Source: an optimization exercise on an open RTL-to-GDS flow (aim: small area). Production flows keep margins and buffers that such runs may drop. Only simulation tests tie the RTL to the original design; equivalence was not proved. Power and IR drop assume default switching activity.

==> inputs of run K <==
Design reg_smt_con, start of the top module:
module reg_smt_con #
                  (
                  parameter    A_WTH              =     24                    ,
                  parameter    D_WTH              =     32                    ,
                  parameter    MAX_DDR_NUM        =     4                     ,
                  parameter    DDR_NUM            =     4                     ,
                  parameter    REG_MMU_CONNECT_ID =     12'h001
                  )
                 (
                 input                           clk_sys                     ,
                 input                           rst                         ,
                 input wire [31:0]               tx2ddr_cfifo_stat           ,
                 input wire [31:0]               tx2ddr_dfifo_stat           ,
                 input wire [31:0]               kernel2ddr_cfifo_stat       ,
                 input wire [31:0]               kernel2ddr_dfifo_stat       ,
                 input wire [31:0]               ddr_cfifo_stat              ,
                 input wire [31:0]               ddr_dfifo_stat              ,
                 input wire [31:0]               sel_cfifo_stat              ,
                 input wire [55:0]               fifo_state                  ,
                 input wire [32*MAX_DDR_NUM-1:0] reg_cont_rd_sta             ,
                 input wire [32*MAX_DDR_NUM-1:0] reg_cont_rd_err             ,
                 input wire [3:0]                axi4_s2m_rsp_ok_cnt_en      ,
                 input wire [3:0]                axi4_s2m_rsp_exok_cnt_en    ,
                 input wire [3:0]                axi4_s2m_rsp_slverr_cnt_en  ,
                 input wire [3:0]                axi4_s2m_rsp_decerr_cnt_en  ,
                 input wire [3:0]                tx2ddr_cfifo_cnt_en         ,
                 input wire [3:0]                tx2ddr_dfifo_eop_cnt_en     ,
                 input wire [3:0]                kernel2ddr_cfifo_cnt_en     ,
                 input wire [3:0]                kernel2ddr_dfifo_eop_cnt_en ,
                 input wire [3:0]                ddr2tx_bvalid_cnt_en        ,
                 input wire [3:0]                ddr2kernel_bvalid_cnt_en    ,
                 input wire [3:0]                pkt_fifo_rdata_sop_cnt_en   ,
  ...
==> flow/config.mk <==
export PLATFORM = sky130hd
export DESIGN_NAME = reg_smt_con
export DESIGN_NICKNAME = reg_smt_con
export VERILOG_FILES = /design/flow/design.v
export SDC_FILE = /design/flow/constraint.sdc
export NUM_CORES = 4
export LEC_CHECK = 0
export CAP_MARGIN = 10
export CORE_MARGIN = 2
export CORE_UTILIZATION = 65
export PLACE_DENSITY = 0.8
export SLEW_MARGIN = 10
==> flow/constraint.sdc <==
create_clock -name core_clock -period 5.0 [get_ports {clk_sys}]
set_input_delay 1.0000 -clock core_clock [delete_from_list [all_inputs] [get_ports {clk_sys}]]
set_output_delay 1.0000 -clock core_clock [all_outputs]
set_load 0.01 [all_outputs]
standard.sh (not shown) runs the stock make flow with config.mk's settings and CLKGATE_MAP_FILE= SYNTH_SCRIPT=/design/flow/synth_recipe.tcl, a recipe that flattens the netlist after the stock synthesis.
==> flow/flow/run.sh <==
#!/bin/bash
# Own layout flow: the standard synthesis; flow/gen_netlist.py then keeps
# its flip-flops (names, cells, clock and reset nets) and rebuilds the logic
# feeding them by hand; then the standard layout with buf_1 port buffers
# and a clock tree without dummy loads.
set -euo pipefail
cd "$(dirname "$0")/.."
R=orfs/results/sky130hd/reg_smt_con/base
CTS="-sink_clustering_enable -repair_clock_nets -dont_use_dummy_load -buf_list {sky130_fd_sc_hd__clkbuf_8} -sink_clustering_size 15 -sink_clustering_max_diameter 50"
bash standard.sh synth > synth.log 2>&1
cp $R/1_2_yosys.v $R/1_2_yosys_std.v
python3 flow/gen_netlist.py $R/1_2_yosys_std.v $R/1_2_yosys.v > gen_netlist.log 2>&1
rm -f $R/1_synth.odb $R/1_synth.sdc
bash standard.sh synth > synth_odb.log 2>&1
bash standard.sh "BUFFER_PORTS_ARGS=-buffer_cell sky130_fd_sc_hd__buf_1" "CTS_ARGS=$CTS" finish > layout.log 2>&1
Other scripts of this flow, unchanged in this note and not shown: flow/flow/gen_netlist.py
==> run P (differences from run K) <==
==> flow/config.mk (replaced) <==
export PLATFORM = sky130hd
export DESIGN_NAME = reg_smt_con
export DESIGN_NICKNAME = reg_smt_con
export VERILOG_FILES = /design/flow/design.v
export SDC_FILE = /design/flow/constraint.sdc
export NUM_CORES = 4
export LEC_CHECK = 0
export CAP_MARGIN = 20
export CORE_MARGIN = 2
export CORE_UTILIZATION = 55
export PLACE_DENSITY = 0.7
export SLEW_MARGIN = 20
==> run_results.csv <==
group,metric,value,unit
power_and_ir_drop,pwr_density_cell,307,mW/mm²
power_and_ir_drop,vdd_drop_max,0.286,mV
finish,layout-drive-gt1-share,3.49,%
finish,multi_input_area_share,41.0,%
finish,n_antenna_cell,31,
finish,n_fill_cell,5324,
die,die_area,0.0708,mm²
timing,fmaxAchievable,242,MHz
power_and_ir_drop,leakage,19.9,nW
finish,n_all_buffers,641,
power_and_ir_drop,clkPwrFrac,32.6,%
critical_path,worstPathRequired,5.58,ns
drt,dr.pass1.iters,13,
outcome,status,"finished clean",
power_and_ir_drop,switching_share,23.8,%
critical_path,crit_path_max_fanout,14,
Source of the figures above: run K

==> run_results.csv <==
group,metric,value,unit
timing,fmaxAchievable,281,MHz
outcome,status,"finished clean",
finish,n_antenna_cell,37,
power_and_ir_drop,leakage,20.0,nW
power_and_ir_drop,clkPwrFrac,32.7,%
finish,layout-drive-gt1-share,3.96,%
die,die_area,0.0835,mm²
finish,n_all_buffers,662,
drt,dr.pass1.iters,14,
critical_path,critPathLaunch,"rst",
timing,setup_tns,0,ns
critical_path,timing.reg2reg.setup_slack,1.76,ns
power_and_ir_drop,pwr_density_cell,303,mW/mm²
critical_path,worstPathRequired,5.59,ns
power_and_ir_drop,switching_share,23.5,%
power_and_ir_drop,vdd_drop_max,0.256,mV
finish,n_fill_cell,6893,
finish,multi_input_area_share,40.6,%
critical_path,crit_path_max_fanout,24,
job,max_cap_viol_count,0,
Source of the figures above: run P


* * *

==> zinc <==
==> flow/design.v <==
`resetall
`timescale    1ns/100ps
module buft32 (q, d);
input  [31:0]   d;       
output [31:0]   q;       
assign q = d;
endmodule
`resetall
`timescale     1ns/100ps     
module count32 (
                a_clr,      
                s_clr,      
                clk,        
                en,         
                d           
                );
parameter               UDLY   = 1;
input          a_clr;
input          s_clr;
input          clk;
input          en;
output [31:0]  d;
reg    [7:0]   d_h;        
reg    [7:0]   d_l;        
reg            d_l_max;    
assign  d = {16'h0000, d_h, d_l};
always @( posedge clk or posedge a_clr )
    if (a_clr == 1'b1)
        d_l <= 8'h00;
    else if (s_clr)
        d_l <= 8'h00;
    else if (en)
        d_l <= d_l + 8'd1;
always @( posedge clk or posedge a_clr )
    if (a_clr == 1'b1)
        d_l_max <= 1'b0;
    else if (s_clr)
        d_l_max <= 1'b0;
    else if (en)
        d_l_max <= (d_l == 8'hfe);
always @( posedge clk or posedge a_clr )
    if (a_clr == 1'b1)
        d_h <= 8'h00;
    else if (s_clr)
        d_h <= 8'h00;
    else if (en & d_l_max)
        d_h <= d_h + 8'd1;
endmodule
module  cnt32_reg_inst
    (
    clks,
    reset,
    cpu_data_out,
    cpu_addr,
    its_addr,
    cnt_reg_inc,
    cnt_reg_clr
    );
localparam      UDLY         = 1;
parameter       ADDR_WIDTH   = 13;
input                       clks;
input                       reset;
output  [31:0]              cpu_data_out;
input   [(ADDR_WIDTH-1):0]  cpu_addr;
input   [(ADDR_WIDTH-1):0]  its_addr;
input                       cnt_reg_inc;
input                       cnt_reg_clr;
wire                        clks;
wire                        reset;
wire    [(ADDR_WIDTH-1):0]  cpu_addr;
wire    [(ADDR_WIDTH-1):0]  its_addr;
wire                        cnt_reg_inc;
wire                        cnt_reg_clr;
wire    [31:0]              dout;
wire    [31:0]              cpu_data_out;
count32  u_count32
    (
    .a_clr      ( reset         ),
    .s_clr      ( cnt_reg_clr   ),
    .clk        ( clks          ),
    .en         ( cnt_reg_inc   ),
    .d          ( dout          )
    );
buft32 u0_buft32
    (
    .q          ( cpu_data_out  ),
    .d          ( dout[31:0]    )
    );
endmodule
module  ro_reg_inst
    (
    cpu_data_out,
    cpu_addr,
    its_addr,
    din
    );
parameter       VLD_WIDTH   = 32;
parameter       ADDR_WIDTH  = 13;
localparam      UDLY        = 1;
output  [31:0]              cpu_data_out;
input   [(ADDR_WIDTH-1):0]  cpu_addr;
input   [(ADDR_WIDTH-1):0]  its_addr;
input   [(VLD_WIDTH-1):0]   din;
wire    [(ADDR_WIDTH-1):0]  cpu_addr;
wire    [(ADDR_WIDTH-1):0]  its_addr;
wire    [(VLD_WIDTH-1):0]   din;
wire                        addr_hit;
wire    [31:0]              cpu_data_out;
wire    [32:0]              temp_data;
assign  addr_hit    = (cpu_addr == its_addr) ? 1'b1 : 1'b0;
assign  temp_data   = { {(33-VLD_WIDTH){1'b0}},din };
buft32 u_buft32
    (
    .q      ( cpu_data_out      ),
    .d      ( temp_data[31:0]   )
    );
endmodule
module  rw_reg_inst
    (
    clks,
    reset,
    cpu_data_in,
    cpu_data_out,
    cpu_addr,
    cpu_wr,
    its_addr,
    dout
    );
parameter       VLD_WIDTH   = 32;
parameter       ADDR_WIDTH  = 13;
parameter       INIT_DATA   = 16'd0;
localparam      UDLY        = 1;
input                       clks;
input                       reset;
input   [31:0]              cpu_data_in;
output  [31:0]              cpu_data_out;
input   [(ADDR_WIDTH-1):0]  cpu_addr;
input                       cpu_wr;
input   [(ADDR_WIDTH-1):0]  its_addr;
output  [(VLD_WIDTH-1):0]   dout;
wire                        clks;
wire                        reset;
wire    [31:0]              cpu_data_in;
wire    [(ADDR_WIDTH-1):0]  cpu_addr;
wire                        cpu_wr;
wire    [(ADDR_WIDTH-1):0]  its_addr;
wire                        addr_hit;
reg     [(VLD_WIDTH-1):0]   rw_reg;
wire    [31:0]              cpu_data_out;
wire    [(VLD_WIDTH-1):0]   dout;
wire    [32:0]              temp_data;
assign  addr_hit    = (cpu_addr == its_addr) ? 1'b1 : 1'b0;
always @ ( posedge clks or posedge reset )
    if( reset == 1'b1 )
        rw_reg  <= INIT_DATA;
    else if( cpu_wr & addr_hit )
        rw_reg  <= cpu_data_in[(VLD_WIDTH-1):0];
assign  temp_data   = { {(33-VLD_WIDTH){1'b0}},rw_reg };
buft32 u_buft32
    (
    .q      ( cpu_data_out      ),
    .d      ( temp_data[31:0]   )
    );
assign  dout    = rw_reg;
endmodule
module  err_wc_reg_inst
    (
    clk,
    reset,
    cpu_data_out,
    cpu_data_in,
    cpu_addr,
    cpu_wr,
    its_addr,
    err_flag_in
    );
parameter       VLD_WIDTH   = 32;
parameter       ADDR_WIDTH  = 13;
localparam      UDLY        = 1;
input                       clk;
input                       reset;
output  [31:0]              cpu_data_out;
input   [31:0]              cpu_data_in;
input   [(ADDR_WIDTH-1):0]  cpu_addr;
input                       cpu_wr;
input   [(ADDR_WIDTH-1):0]  its_addr;
input   [(VLD_WIDTH-1):0]   err_flag_in;
wire                        clk;
wire                        reset;
wire    [31:0]              cpu_data_out;
wire    [31:0]              cpu_data_in;
wire    [(ADDR_WIDTH-1):0]  cpu_addr;
wire                        cpu_wr;
wire    [(ADDR_WIDTH-1):0]  its_addr;
wire    [(VLD_WIDTH-1):0]   err_flag_in;
wire                        addr_hit;
reg     [(VLD_WIDTH-1):0]   err_reg;
wire    [32:0]              temp_data;
assign  addr_hit    = (cpu_addr == its_addr) ? 1'b1 : 1'b0;
always @ ( posedge clk or posedge reset )
    if( reset == 1'b1 )
        err_reg     <= {VLD_WIDTH{1'b0}};
    else if((cpu_wr == 1'b1 ) & (addr_hit == 1'b1))
        err_reg     <= ((~cpu_data_in) & err_reg) | err_flag_in;
    else
        err_reg     <= err_reg | err_flag_in;
assign  temp_data   = { {(33-VLD_WIDTH){1'b0}},err_reg };
buft32 u_buft32
    (
    .q      ( cpu_data_out      ),
    .d      ( temp_data[31:0]   )
    );
endmodule
`resetall
`timescale 1ns / 100ps
module reg_smt_con #
                  (
                  parameter    A_WTH              =     24                    ,
                  parameter    D_WTH              =     32                    ,
                  parameter    MAX_DDR_NUM        =     4                     ,
                  parameter    DDR_NUM            =     4                     ,
                  parameter    REG_MMU_CONNECT_ID =     12'h001
                  )
                 (
                 input                           clk_sys                     ,
                 input                           rst                         ,
                 input wire [31:0]               tx2ddr_cfifo_stat           ,
                 input wire [31:0]               tx2ddr_dfifo_stat           ,
                 input wire [31:0]               kernel2ddr_cfifo_stat       ,
                 input wire [31:0]               kernel2ddr_dfifo_stat       ,
                 input wire [31:0]               ddr_cfifo_stat              ,
                 input wire [31:0]               ddr_dfifo_stat              ,
                 input wire [31:0]               sel_cfifo_stat              ,
                 input wire [55:0]               fifo_state                  ,
                 input wire [32*MAX_DDR_NUM-1:0] reg_cont_rd_sta             ,
                 input wire [32*MAX_DDR_NUM-1:0] reg_cont_rd_err             ,
                 input wire [3:0]                axi4_s2m_rsp_ok_cnt_en      ,
                 input wire [3:0]                axi4_s2m_rsp_exok_cnt_en    ,
                 input wire [3:0]                axi4_s2m_rsp_slverr_cnt_en  ,
                 input wire [3:0]                axi4_s2m_rsp_decerr_cnt_en  ,
                 input wire [3:0]                tx2ddr_cfifo_cnt_en         ,
                 input wire [3:0]                tx2ddr_dfifo_eop_cnt_en     ,
                 input wire [3:0]                kernel2ddr_cfifo_cnt_en     ,
                 input wire [3:0]                kernel2ddr_dfifo_eop_cnt_en ,
                 input wire [3:0]                ddr2tx_bvalid_cnt_en        ,
                 input wire [3:0]                ddr2kernel_bvalid_cnt_en    ,
                 input wire [3:0]                pkt_fifo_rdata_sop_cnt_en   ,
                 input wire [MAX_DDR_NUM-1:0]    reg_cont_rcmd_en            ,
                 input wire [MAX_DDR_NUM-1:0]    reg_cont_rpkt_en            ,
                 input wire                      reg_axi4_sl_tran_cnt_en     ,
                 input wire                      reg_axi4_sl_frm_cnt_en      ,
                 input wire                      reg_axi4_sl_wr_cnt_en       ,
                 input wire [7:0]                reg_axi4_sl_fsm_state       ,
                 input                            cnt_reg_clr                 ,
                 input        [A_WTH -1:0]        cpu_addr                    ,
                 input        [D_WTH -1:0]        cpu_data_in                 ,
                 output  reg  [D_WTH -1:0]        cpu_data_out_pf             ,
                 input                            cpu_rd                      ,
                 input                            cpu_wr
                 );
wire [6:0] a = cpu_addr[6:0];
reg  [31:0] cfg;
always @(posedge clk_sys or posedge rst)
    if (rst)
        cfg <= 32'h0000_0180;
    else if (cpu_wr && cpu_addr == {REG_MMU_CONNECT_ID, 12'h000})
        cfg <= cpu_data_in;
wire        err_wr = cpu_wr && cpu_addr[23:2] == {REG_MMU_CONNECT_ID, 3'd0, 7'h20};
reg  [31:0] err [0:3];
genvar k;
generate
for (k = 0; k < 4; k = k + 1) begin : g_err
    wire hit = err_wr && cpu_addr[1:0] == k;
    always @(posedge clk_sys)
        if (rst)
            err[k] <= 32'd0;
        else
            err[k] <= (hit ? (~cpu_data_in & err[k]) : err[k]) | reg_cont_rd_err[32*k+31:32*k];
end
endgenerate
wire [54:0] ev = {reg_axi4_sl_wr_cnt_en, reg_axi4_sl_frm_cnt_en, reg_axi4_sl_tran_cnt_en,
                  reg_cont_rpkt_en, reg_cont_rcmd_en, pkt_fifo_rdata_sop_cnt_en,
                  ddr2kernel_bvalid_cnt_en, ddr2tx_bvalid_cnt_en,
                  kernel2ddr_dfifo_eop_cnt_en, kernel2ddr_cfifo_cnt_en,
                  tx2ddr_dfifo_eop_cnt_en, tx2ddr_cfifo_cnt_en,
                  axi4_s2m_rsp_decerr_cnt_en, axi4_s2m_rsp_slverr_cnt_en,
                  axi4_s2m_rsp_exok_cnt_en, axi4_s2m_rsp_ok_cnt_en};
wire        clr = cnt_reg_clr | rst;
wire [15:0] cnt_rd [0:54];
genvar i, b;
generate
for (i = 0; i < 55; i = i + 1) begin : g_cnt
    reg  [15:0] q;
    wire [16:0] t;
    assign t[0] = ev[i];
    for (b = 0; b < 16; b = b + 1) begin : g_t
        assign t[b+1] = t[b] & q[b];
    end
    always @(posedge clk_sys)
        if (clr)
            q <= 16'd0;
        else
            q <= q ^ t[15:0];
    assign cnt_rd[i] = (a == i) ? q : 16'd0;
end
endgenerate
wire [31:0] sts [0:10];
assign sts[0]  = {2'b0, fifo_state[27:14], 2'b0, fifo_state[13:0]};
assign sts[1]  = {2'b0, fifo_state[55:42], 2'b0, fifo_state[41:28]};
assign sts[2]  = tx2ddr_cfifo_stat;
assign sts[3]  = tx2ddr_dfifo_stat;
assign sts[4]  = kernel2ddr_cfifo_stat;
assign sts[5]  = kernel2ddr_dfifo_stat;
assign sts[6]  = ddr_cfifo_stat;
assign sts[7]  = ddr_dfifo_stat;
assign sts[8]  = sel_cfifo_stat;
assign sts[9]  = {24'b0, reg_axi4_sl_fsm_state};
assign sts[10] = reg_cont_rd_sta[31:0];
reg  [31:0] cfg_pf, err_pf, sts_pf;
reg  [15:0] cnt_pf;
reg  [15:0] cnt_mux;
reg  [31:0] sts_mux, err_mux;
integer n;
always @* begin
    cnt_mux = 16'd0;
    for (n = 0; n < 55; n = n + 1)
        cnt_mux = cnt_mux | cnt_rd[n];
    sts_mux = 32'd0;
    for (n = 0; n < 11; n = n + 1)
        if (a == n)
            sts_mux = sts_mux | sts[n];
    err_mux = 32'd0;
    for (n = 0; n < 4; n = n + 1)
        if (a == n)
            err_mux = err_mux | err[n];
end
always @(posedge clk_sys) begin
    if (rst) begin
        cfg_pf <= 32'd0;
        err_pf <= 32'd0;
        sts_pf <= 32'd0;
        cnt_pf <= 16'd0;
    end else begin
        cfg_pf <= (a == 7'd0) ? cfg : 32'd0;
        err_pf <= err_mux;
        sts_pf <= sts_mux;
        cnt_pf <= cnt_mux;
    end
end
always @(posedge clk_sys or posedge rst)
    if (rst)
        cpu_data_out_pf <= 32'd0;
    else
        case (cpu_addr[9:7])
            3'd0:    cpu_data_out_pf <= cfg_pf;
            3'd1:    cpu_data_out_pf <= err_pf;
            3'd2:    cpu_data_out_pf <= sts_pf;
            3'd3:    cpu_data_out_pf <= {16'd0, cnt_pf};
            default: cpu_data_out_pf <= 32'd0;
        endcase
endmodule
==> flow/flow/run.sh <==
#!/bin/bash
# Own layout flow: the standard flow (standard synthesis unchanged) with
# smaller port buffers and a clock tree without dummy loads.
set -euo pipefail
cd "$(dirname "$0")/.."
CTS="-sink_clustering_enable -repair_clock_nets -dont_use_dummy_load -buf_list {sky130_fd_sc_hd__clkbuf_4 sky130_fd_sc_hd__clkbuf_8}"
bash standard.sh synth > synth.log 2>&1
bash standard.sh "BUFFER_PORTS_ARGS=-buffer_cell sky130_fd_sc_hd__buf_1" "CTS_ARGS=$CTS" finish > layout.log 2>&1
==> flow/standard.sh <==
#!/bin/bash
# synth_recipe.tcl (not shown) runs the flow's synth.tcl, then flattens the netlist and writes it again
# the make line also repeats each setting of config.mk as NAME=value (left out here)
make -C /OpenROAD-flow-scripts/flow DESIGN_CONFIG=/design/flow/config.mk WORK_HOME=/design/flow/orfs CLKGATE_MAP_FILE= SYNTH_SCRIPT=/design/flow/synth_recipe.tcl "${@:-finish}"
==> flow/config.mk <==
export PLATFORM = sky130hd
export DESIGN_NAME = reg_smt_con
export DESIGN_NICKNAME = reg_smt_con
export VERILOG_FILES = /design/flow/design.v
export SDC_FILE = /design/flow/constraint.sdc
export NUM_CORES = 4
export LEC_CHECK = 0
export CAP_MARGIN = 20
export CORE_MARGIN = 2
export CORE_UTILIZATION = 55
export PLACE_DENSITY = 0.7
export SLEW_MARGIN = 20
==> flow/constraint.sdc <==
create_clock -name core_clock -period 5.0 [get_ports {clk_sys}]
set_input_delay 1.0000 -clock core_clock [delete_from_list [all_inputs] [get_ports {clk_sys}]]
set_output_delay 1.0000 -clock core_clock [all_outputs]
set_load 0.01 [all_outputs]
==> inputs of xenon, as changes to zinc <==
==> flow/run.sh (new file) <==
#!/bin/bash
# synth_recipe.tcl (not shown) runs the flow's synth.tcl, then flattens the netlist and writes it again
# the make line also repeats each setting of config.mk as NAME=value (left out here)
make -C /OpenROAD-flow-scripts/flow DESIGN_CONFIG=/design/flow/config.mk WORK_HOME=/design/flow/orfs CLKGATE_MAP_FILE= SYNTH_SCRIPT=/design/flow/synth_recipe.tcl finish
- CORE_UTILIZATION: 55 -> 40
- PLACE_DENSITY: 0.7 -> 0.6
removed: flow/flow/run.sh
removed: flow/standard.sh
==> impl_metrics.toml <==
[status]
status = "timing/DRC/antenna clean"

[setup_path]
cp_slowest_stage_delay_ns = 0.45
critPathBufInv = 1

[finish]
fillers = 11900
multi_input_area_um2 = 27600
nets = 7107

[global_routing]
antenna_found_initial = 36
globalRouteMet2Util = 0.566
use_met1 = 0.428

[detailed_routing]
route.met2.wl_um = 112000
firstDrtPassIters = 8
first_iter_violations = 4800

[power]
comb_power_mw = 1.26
p_sw_frac = 0.237
p_seq_frac = 0.463

[timing]
setup_slack_ns = 0.530

[place]
gp_congestion = 1.01

[die]
rows = 133
[end of results for xenon]
==> impl_metrics.toml <==
[detailed_routing]
route.met2.wl_um = 95100
firstDrtPassIters = 7
first_iter_violations = 5566

[finish]
nets = 7157

[global_routing]
use_met1 = 0.499
globalRouteMet2Util = 0.665
antenna_found_initial = 34

[power]
comb_power_uw = 931
p_seq_frac = 0.552

[setup_path]
critPathBufInv = 0

[status]
status = "timing/DRC/antenna clean"

[die]
rows = 113
[end of results for zinc]

separate check: timing with driven ports:
No port has a modelled driver above. Below, the same layouts with a new extraction and two added sets of constraints.
Step 1 assumes that a clkbuf_16 drives the clock port and a buf_2 every other input.
Step 2 also shifts input and output timing later by t, the mid clock arrival at the registers, as if the neighbouring blocks saw the same clock.
Slacks: ideal / step 1 / step 2; pairs: ideal / step 1.
run	shift t [ns]	setup slack, ns	worst register clock-pin slew, ns
run K	0.778	0.860 / 0.897 / 0.118	0.10 / 0.10
run P	0.805	1.436 / 1.478 / 0.673	0.10 / 0.10
zinc	0.941	0.989 / 0.989 / 0.175	0.06 / 0.06
xenon	0.857	0.530 / 0.588 / -0.268	0.07 / 0.07
Met with ideal ports but missed after step 2: setup timing in xenon. For zinc, which loses most, drivers alone change the setup slack by 0.000 ns; drivers and shift together by -0.814 ns.
